From an optimization exercise on the open Yosys and OpenROAD flow, aimed at a short achievable clock period and few clock cycles; shortcuts taken in it are not production practice. Only simulation tests tie the RTL to the original design; equivalence was not proved. Power and IR drop assume default switching activity.

## pipelined_cpu
module pipelined_cpu (
    input wire clk,
    input wire rst_n,
    output wire [31:0] instr_addr,
    input  wire [31:0] instr_data,
    output wire [31:0] data_addr,
    output wire [31:0] data_wdata,
    output wire [ 3:0] data_wenable,
    input  wire [31:0] data_rdata
);
  localparam BTB_N = 16;
  localparam BTB_IW = 4;
  localparam BTB_TW = 8;
  localparam BTB_GW = 12;   
  reg  [29:0] pc_f;
  reg         v_d;
  reg  [31:0] instr_d;
  reg  [29:0] off_d;
  reg  [31:1] rs1oh_d, rs2oh_d;
  reg  [31:1] rs1oh_hi_d, rs2oh_hi_d;
  reg  [29:0] pc_d;
  reg         pt_d;
  reg  [29:0] ptgt_d;
  reg         v_e;
  reg  [31:0] a_e, b_e, sd_e;
  reg  [31:0] sha_e;
  reg  [ 4:0] shb_e;
  reg         sub_e;
  reg         sel_add_e, sel_sll_e, sel_sr_e, sel_slt_e, sel_sltu_e;
  reg         sel_xor_e, sel_or_e, sel_and_e, sel_link_e;
  reg         sra_e;
  reg         br_e, jal_e, jalr_e;
  reg  [ 2:0] f3_e;
  reg         ld_e;
  reg  [ 3:0] st_e;
  reg  [ 4:0] rd_e;
  reg         wr_e;
  reg  [29:0] pc_e;
  reg  [29:0] link_e;
  reg  [29:0] tgt_e;
  reg         pt_e;
  reg  [29:0] ptgt_e;
  reg  [31:0] res_m;
  ...
Size in the first run: ~11000 cells after synthesis, roughly 170 I/O pins, ~110000 um2 of cells after synthesis.
clock: 11.0 ns
lec_check: 0
cap_margin: 20
core_margin: 2
core_utilization: 40
place_density: 0.6
slew_margin: 20
standard.sh (not shown) runs the stock make flow with config.mk's settings and CLKGATE_MAP_FILE= SYNTH_SCRIPT=/design/flow/synth_recipe.tcl, a recipe that flattens the netlist after the stock synthesis.
==> flow/flow/run.sh <==
#!/bin/bash
# Standard layout, with repair_timing aiming for more setup slack than the
# flow settings allow (same clock, same constraints), and free to resize
# cells to any drive strength.
set -euo pipefail
bash standard.sh SETUP_SLACK_MARGIN=8 MATCH_CELL_FOOTPRINT=0 finish > standard_flow.log 2>&1
The starting point went through all stages and came out clean.
Testbench counts at the start, summed over its fixed seeds: cycles 478,929.
Change:
- CORE_UTILIZATION: 40 -> 55
- PLACE_DENSITY: 0.6 -> 0.7
What happened: The changed run passed the timing, design-rule and antenna checks. Area after synthesis does not change. Clock power fell by 5.3%. Worst setup slack gains 29 ps. Sequential share of layout area rose by 0.95 points. Routed wire length fell by 4.4%. Flip-flop and latch count stays the same. Design area fell by 2.2%.
Change:
--- a/flow/flow/run.sh
+++ b/flow/flow/run.sh
@@ -6 +6 @@
-bash standard.sh SETUP_SLACK_MARGIN=8 MATCH_CELL_FOOTPRINT=0 finish > standard_flow.log 2>&1
+bash standard.sh SETUP_SLACK_MARGIN=8.5 MATCH_CELL_FOOTPRINT=0 finish > standard_flow.log 2>&1
- CORE_UTILIZATION: 55 -> 45
- PLACE_DENSITY: 0.7 -> 0.65
After rerunning: The new run ran to the end with violations: max-capacitance violations, max-slew violations; global-route usage is lower by 7.4 points; total power climbs by 9.3%; worst setup slack gets worse by 140 ps; worst hold slack improved by 9.7 ps; routed wire length goes up by 6.2%; sequential share of layout area came out lower by 2.9 points; clock skew goes up by 20 ps; combinational power increases by 32%; maximum frequency drops by 3.6%; count of clock-buffer cells in the layout goes up by 59; cell count rises by 6.8%.

* * *

## ember
Starting RTL as in the previous note.
export LEC_CHECK = 0
export CAP_MARGIN = 20
export CORE_MARGIN = 2
export CORE_UTILIZATION = 45
export PLACE_DENSITY = 0.65
export SLEW_MARGIN = 20
create_clock -name core_clock -period 11.0 [get_ports {clk}]
==> flow/flow/run.sh <==
#!/bin/bash
# Standard layout, with repair_timing aiming for more setup slack than the
# flow settings allow (same clock, same constraints).
set -euo pipefail
bash standard.sh SETUP_SLACK_MARGIN=8 finish > standard_flow.log 2>&1
ember: all stages complete, timing, DRC and antenna checks passed
Testbench counts of ember, summed over its fixed seeds: cycles 478,929.
[inputs] tundra vs ember
diff --git a/flow/flow/run.sh b/flow/flow/run.sh
--- a/flow/flow/run.sh
+++ b/flow/flow/run.sh
@@ -5 +5 @@
-bash standard.sh SETUP_SLACK_MARGIN=8 finish > standard_flow.log 2>&1
+bash standard.sh SETUP_SLACK_MARGIN=7.4 finish > standard_flow.log 2>&1
Notes after the runs:
Aggregate routed wire length shrinks by a few percent when moving from ember to tundra. Total power of tundra is lower than that of ember. Of the two values seen for worst setup path startpoint, pc_f[9] was produced by tundra and rs2oh_hi_d[4] by ember. Against ember, placement-stage worst setup slack in tundra came out worse. The cell at the slowest stage of the critical path comes out sky130_fd_sc_hd__nor3_1 in one run and sky130_fd_sc_hd__nor2_2 in the other, namely in ember and tundra respectively. There was hardly any difference in hold slack between ember and tundra. Compared with ember, in tundra via count went down 4.0%, transition time of the tightest slew-check pin went down 0.031 ns. Final design utilization (tundra over ember): decrease, 4.0 points.

==> re-timing with driven ports <==
No port has a modelled driver above. Below, the same layouts with a new extraction and two added sets of constraints. Step 1 sets driving cells, clkbuf_16 on the clock port and buf_2 on the other inputs (assumed; they add their load-dependent delay and slew). Step 2 times the ports against the registers' clock, not the clock port: input delays grow and output delays shrink by t, the midpoint of the rising clock arrivals with the driver on. Slacks: ideal / step 1 / step 2; pairs: ideal / step 1.
| run | t (ns) | setup slack, ns | worst data-port slew with drivers (ns) | pins driven straight from the clock port |
|---|---|---|---|---|
| the first run of note 1 | 1.031 | 7.293 / 7.203 / 6.757 | 0.24 | 1 |
| the second run of note 1 | 0.991 | 7.322 / 7.232 / 6.522 | 0.28 | 1 |
| the third run of note 1 | 1.050 | 7.185 / 7.161 / 6.656 | 0.44 | 1 |
| ember | 1.044 | 7.300 / 7.208 / 6.558 | 0.27 | 1 |
| tundra | 1.028 | 7.222 / 7.222 / 6.372 | 0.26 | 1 |
For tundra, which loses most, drivers alone change the setup slack by 0.000 ns; drivers and shift together by -0.850 ns.
